Context: an optimization exercise on an open-source flow, tuned for small area. The choices shown serve that exercise and are no tape-out recipe.
Only simulation tests tie the RTL to the original design; equivalence was not proved.
Power is estimated from default activity; no workload was simulated.

## the baseline
==> module ARM, before the edit <==
module ARM(input clk,rst,
           output [31:0] imem_addr,
           input [31:0] imem_rdata,
           output [31:0] dmem_addr,dmem_wdata,
           output dmem_we,
           input [31:0] dmem_rdata);
  reg [1:0] ph;
  reg [3:0] icnt;                
  reg second, st_pend;
  reg [31:2] pc;
  reg N,Z,C,V;
  reg cy, zacc;
  reg [31:0] line;
  reg [31:0] addr;
  wire last = (ph==2'd3);
  wire init = (icnt!=4'd15);
  wire first = ~init & ~second;
  wire [31:0] ins = imem_rdata;
  wire [1:0] mode = ins[27:26];
  wire I = ins[25];
  wire [3:0] opc = ins[24:21];
  wire S = ins[20];
  wire [3:0] Rn = ins[19:16];
  wire [3:0] Rd = ins[15:12];
  wire [11:0] op12 = ins[11:0];
  wire exec;
  ConditionCheck condition_check(.condition(ins[31:28]), .SR({N,Z,C,V}),
        .condition_check_result(exec));
  reg dp_ok, dp_wb, dp_flags;
  always@(*) begin
    dp_ok=1'b1; dp_wb=1'b1; dp_flags=S;
    case(opc)
      4'b1101,4'b1111,4'b0100,4'b0101,4'b0010,4'b0110,4'b0000,4'b1100,4'b0001: ;
      4'b1010,4'b1000: begin dp_wb=1'b0; dp_flags=1'b1; end
      default: begin dp_ok=1'b0; dp_wb=1'b0; dp_flags=1'b0; end
    endcase
  end
  wire dp = (mode==2'b00) & dp_ok;
  wire ldst = (mode==2'b01) & (opc==4'b0100);
  wire ld = ldst & S;
  wire st = ldst & ~S;
  wire br = (mode==2'b10);
  wire two_round = exec & (dp | ldst);
  wire stageA = first & exec & (dp | st);                   
  wire addr_round = (first & exec & ld) | (second & st);    
  wire exe_round = second & dp;                              
  wire wb_round = second & ld;                               
  wire [3:0] ra = stageA ? (st ? Rd : op12[3:0]) : Rn;
  wire [7:0] rdat;
  wire [7:0] res;
  wire ld_take = wb_round & (ph==2'd0);
  wire [7:0] dslice = (ph==2'd0) ? dmem_rdata[7:0] : line[7:0];
  wire [7:0] wd = init ? ((ph==2'd0) ? {4'd0,icnt} : 8'd0) : (wb_round ? dslice : res);
  RegisterFile register_file(.clk(clk),
        .we(init | (exe_round & dp_wb) | wb_round),
        .wa(init ? icnt : Rd),
        .wd(wd),
        .ra(ra),
        .rd(rdat));
  wire [7:0] streamA = (dp & I) ? ((ph==2'd0) ? op12[7:0] : 8'd0) : rdat;
  wire [4:0] amount = I ? {op12[11:8],1'b0} : (op12[4] ? 5'd0 : op12[11:7]);
  wire [1:0] kind = I ? 2'b11 : op12[6:5];
  wire [7:0] op2;
  Shifter shifter(.L(line), .ph(ph), .amount(amount), .kind(kind), .out(op2));
  wire [7:0] imm12 = (ph==2'd0) ? op12[7:0] :
                     (ph==2'd1) ? {{4{op12[11]}},op12[11:8]} : {8{op12[11]}};
  wire [3:0] aop = addr_round ? 4'b0100 : opc;
  wire usec = ~addr_round & ((opc==4'b0101)|(opc==4'b0110));
  wire subop = ~addr_round & ((opc==4'b0010)|(opc==4'b0110)|(opc==4'b1010));
  wire cin = (ph==2'd0) ? (usec ? C : subop) : cy;
  wire cout;
  wire [7:0] bx;
  ALU alu(.a(rdat), .b(addr_round ? imm12 : op2), .op(aop), .cin(cin),
        .result(res), .cout(cout), .bx(bx));
  wire arith = (opc==4'b0100)|(opc==4'b0101)|(opc==4'b0010)|(opc==4'b0110)|(opc==4'b1010);
  wire znow = ((ph==2'd0) | zacc) & (res==8'd0);
  always@(posedge clk) begin
    cy <= cout;
    zacc <= znow;
    if(ld_take)
      line <= {dmem_rdata[7:0], dmem_rdata[31:8]};
    else
      line <= {stageA ? streamA : line[7:0], line[31:8]};
    addr <= {res, addr[31:8]};
  end
  wire lastrnd = ~init & (second | ~two_round);     
  wire pc_step = last & lastrnd;
  wire [29:0] boff = (br & exec) ? {{6{ins[23]}},ins[23:0]} : 30'd0;
  wire [29:0] bg = pc_step ? boff : 30'd0;
  reg c10, c20;
  wire [30:0] pcc, shc;
  wire [29:0] pc_next;
  genvar gi;
  generate
    for(gi=0;gi<30;gi=gi+1) begin : pc_add
      wire ci = (gi==0) ? pc_step : (gi==10) ? (pc_step & c10) : (gi==20) ? (pc_step & c20) : pcc[gi];
      assign pc_next[gi] = pc[gi+2] ^ bg[gi] ^ ci;
      assign pcc[gi+1] = (pc[gi+2] & bg[gi]) | (ci & (pc[gi+2] ^ bg[gi]));
    end
    for(gi=0;gi<20;gi=gi+1) begin : pc_carry
      wire ci = (gi==0) ? 1'b1 : (gi==10) ? c10 : shc[gi];
      assign shc[gi+1] = (pc[gi+2] & boff[gi]) | (ci & (pc[gi+2] | boff[gi]));
    end
  endgenerate
  always@(posedge clk) begin
    c10 <= shc[10];
    c20 <= shc[20];
  end
  always@(posedge clk,posedge rst) begin
    if(rst) begin
      ph <= 2'd0;
      icnt <= 4'd0;
      second <= 1'b0;
      st_pend <= 1'b0;
      pc <= 30'd0;
      {N,Z,C,V} <= 4'd0;
    end
    else begin
      ph <= ph + 2'd1;
      pc <= pc_next;
      st_pend <= last & second & st;
      if(last) begin
        if(init)
          icnt <= icnt + 4'd1;
        second <= first & two_round;
        if(exe_round & dp_flags) begin
          N <= res[7];
          Z <= znow;
          if(arith) begin
            C <= cout ^ subop;
            V <= (rdat[7]==bx[7]) & (rdat[7]!=res[7]);
          end
        end
      end
    end
  end
  assign imem_addr = {pc,2'b00};
  assign dmem_addr = {addr[31:2],2'b00};
  assign dmem_wdata = line;
  assign dmem_we = st_pend;
endmodule
==> module RegisterFile, before the edit <==
module RegisterFile(input clk,
                    input we,
                    input [3:0] wa,
                    input [7:0] wd,
                    input [3:0] ra,
                    output reg [7:0] rd);
  wire [7:0] low [0:15];
  genvar i;
  generate
    for(i=0;i<15;i=i+1) begin : r
      reg [31:0] q;
      wire wen = we && wa==i;
      always@(posedge clk)
        q <= {wen ? wd : q[7:0], q[31:8]};
      assign low[i] = q[7:0];
    end
  endgenerate
  assign low[15] = 8'd0;
  always@(*) rd = low[ra];
endmodule
Settings: LEC_CHECK=0, ABC_AREA=1, CAP_MARGIN=20, CORE_MARGIN=2, CORE_UTILIZATION=60, CTS_BUF_LIST=sky130_fd_sc_hd__clkbuf_8, CTS_CLUSTER_DIAMETER=50, CTS_CLUSTER_SIZE=16, GPL_TIMING_DRIVEN=0, PLACE_DENSITY=0.75, SLEW_MARGIN=20; clock period 12.0 ns.
standard.sh (not shown) runs the stock make flow with config.mk's settings and CLKGATE_MAP_FILE= SYNTH_SCRIPT=/design/flow/synth_recipe.tcl, a recipe that flattens the netlist after the stock synthesis.
==> flow/flow/run.sh <==
#!/bin/bash
# Standard layout (the standard.sh, with its standard synthesis) with three changes:
#  - after floorplanning, OpenROAD's restructure re-maps the combinational logic for area
#    (flow/restructure.tcl); registers are not touched
#  - the input and output ports get sky130_fd_sc_hd__buf_1 port buffers
#  - clock tree: clkbuf_8 buffers, no dummy loads
set -euo pipefail
export BUFFER_PORTS_ARGS="-buffer_cell sky130_fd_sc_hd__buf_1"
export CTS_ARGS="-sink_clustering_enable -repair_clock_nets -sink_clustering_size 16 -sink_clustering_max_diameter 50 -buf_list sky130_fd_sc_hd__clkbuf_8 -dont_use_dummy_load"
bash standard.sh floorplan > standard_floorplan.log 2>&1
RES=orfs/results/$FLOW_PLATFORM/ARM/base
cp $RES/2_floorplan.odb restructure_in.odb
python3 flow/filter_lib.py $FLOW_HOME/platforms/$FLOW_PLATFORM/lib/sky130_fd_sc_hd__tt_025C_1v80.lib restructure_lib.lib 'sky130_fd_sc_hd__lpflow_*' 'sky130_fd_sc_hd__probe*' > filter_lib.log 2>&1
openroad -no_init -exit flow/restructure.tcl > restructure.log 2>&1
bash standard.sh finish > standard_finish.log 2>&1
Other scripts of this flow, unchanged in this note and not shown: flow/flow/filter_lib.py, flow/flow/restructure.tcl
Modified inputs, the candidate compared to the baseline
--- a/flow/design.v
+++ b/flow/design.v
@@ -35,7 +35,7 @@
            output dmem_we,
            input [31:0] dmem_rdata);
   reg [1:0] ph;
-  reg [3:0] icnt;                
+  reg init;                      
   reg second, st_pend;
   reg [31:2] pc;
   reg N,Z,C,V;
@@ -43,7 +43,6 @@
   reg [31:0] line;
   reg [31:0] addr;
   wire last = (ph==2'd3);
-  wire init = (icnt!=4'd15);
   wire first = ~init & ~second;
   wire [31:0] ins = imem_rdata;
   wire [1:0] mode = ins[27:26];
@@ -80,10 +79,11 @@
   wire [7:0] res;
   wire ld_take = wb_round & (ph==2'd0);
   wire [7:0] dslice = (ph==2'd0) ? dmem_rdata[7:0] : line[7:0];
-  wire [7:0] wd = init ? ((ph==2'd0) ? {4'd0,icnt} : 8'd0) : (wb_round ? dslice : res);
+  wire [7:0] wd = wb_round ? dslice : res;
   RegisterFile register_file(.clk(clk),
-        .we(init | (exe_round & dp_wb) | wb_round),
-        .wa(init ? icnt : Rd),
+        .ph(ph), .init(init),
+        .we((exe_round & dp_wb) | wb_round),
+        .wa(Rd),
         .wd(wd),
         .ra(ra),
         .rd(rdat));
@@ -139,7 +139,7 @@
   always@(posedge clk,posedge rst) begin
     if(rst) begin
       ph <= 2'd0;
-      icnt <= 4'd0;
+      init <= 1'b1;
       second <= 1'b0;
       st_pend <= 1'b0;
       pc <= 30'd0;
@@ -150,8 +150,7 @@
       pc <= pc_next;
       st_pend <= last & second & st;
       if(last) begin
-        if(init)
-          icnt <= icnt + 4'd1;
+        init <= 1'b0;
         second <= first & two_round;
         if(exe_round & dp_flags) begin
           N <= res[7];
@@ -195,6 +194,8 @@
   end
 endmodule
 module RegisterFile(input clk,
+                    input [1:0] ph,
+                    input init,
                     input we,
                     input [3:0] wa,
                     input [7:0] wd,
@@ -205,9 +206,12 @@
   generate
     for(i=0;i<15;i=i+1) begin : r
       reg [31:0] q;
-      wire wen = we && wa==i;
+      wire wen = init | (we && wa==i);
+      wire [3:0] iv = i;
+      wire [7:0] wdi = {wd[7:4] & {4{~init}},
+                        init ? ({4{ph==2'd0}} & iv) : wd[3:0]};
       always@(posedge clk)
-        q <= {wen ? wd : q[7:0], q[31:8]};
+        q <= {wen ? wdi : q[7:0], q[31:8]};
       assign low[i] = q[7:0];
     end
   endgenerate
## What came out
Non-filler instance count after layout across the candidate and the baseline: no real change. Combinational fraction of design power in the candidate is 13 points higher than in the baseline. Looking only at share of the clock period used by the worst path, and setting everything else aside, the lower value of the candidate and the baseline goes to the baseline. The candidate vs the baseline, number of rows in the core area went down by 1. Total clock sinks ends up lower on the candidate. Adder and majority cell fraction of the synthesized area across the candidate and the baseline: no real change. The candidate was carried through to the last stage, and its layout satisfied the timing, DRC and antenna checks.

static timing again, ports no longer ideal:
The results above use ideal ports. As a check the final layouts listed here were re-extracted and re-timed, cells and wires unchanged. Step 1 sets driving cells, clkbuf_16 on the clock port and buf_2 on the other inputs (assumed; they add their load-dependent delay and slew). Step 2 moves the port delays by t, midway between the first and last clock arrival at a register: inputs arrive t later, outputs are due t later. That takes back most of the time a late clock gives input paths. a / b / c = ideal / step 1 / step 2; a / b = the first two.
run	t, ns	setup WS [ns]	hold slack, ns	latest minus earliest clock arrival (ns)	worst register clock-pin slew, ns
the baseline	0.631	0.848 / 0.872 / 0.241	0.279 / 0.279 / 0.279	0.086 / 0.085	0.10 / 0.10
the candidate	0.618	0.805 / 0.829 / 0.211	0.283 / 0.283 / 0.283	0.086 / 0.086	0.10 / 0.10
After both steps every run listed still meets setup and hold. For the baseline, which loses most, drivers alone change the setup slack by +0.024 ns; drivers and shift together by -0.607 ns.
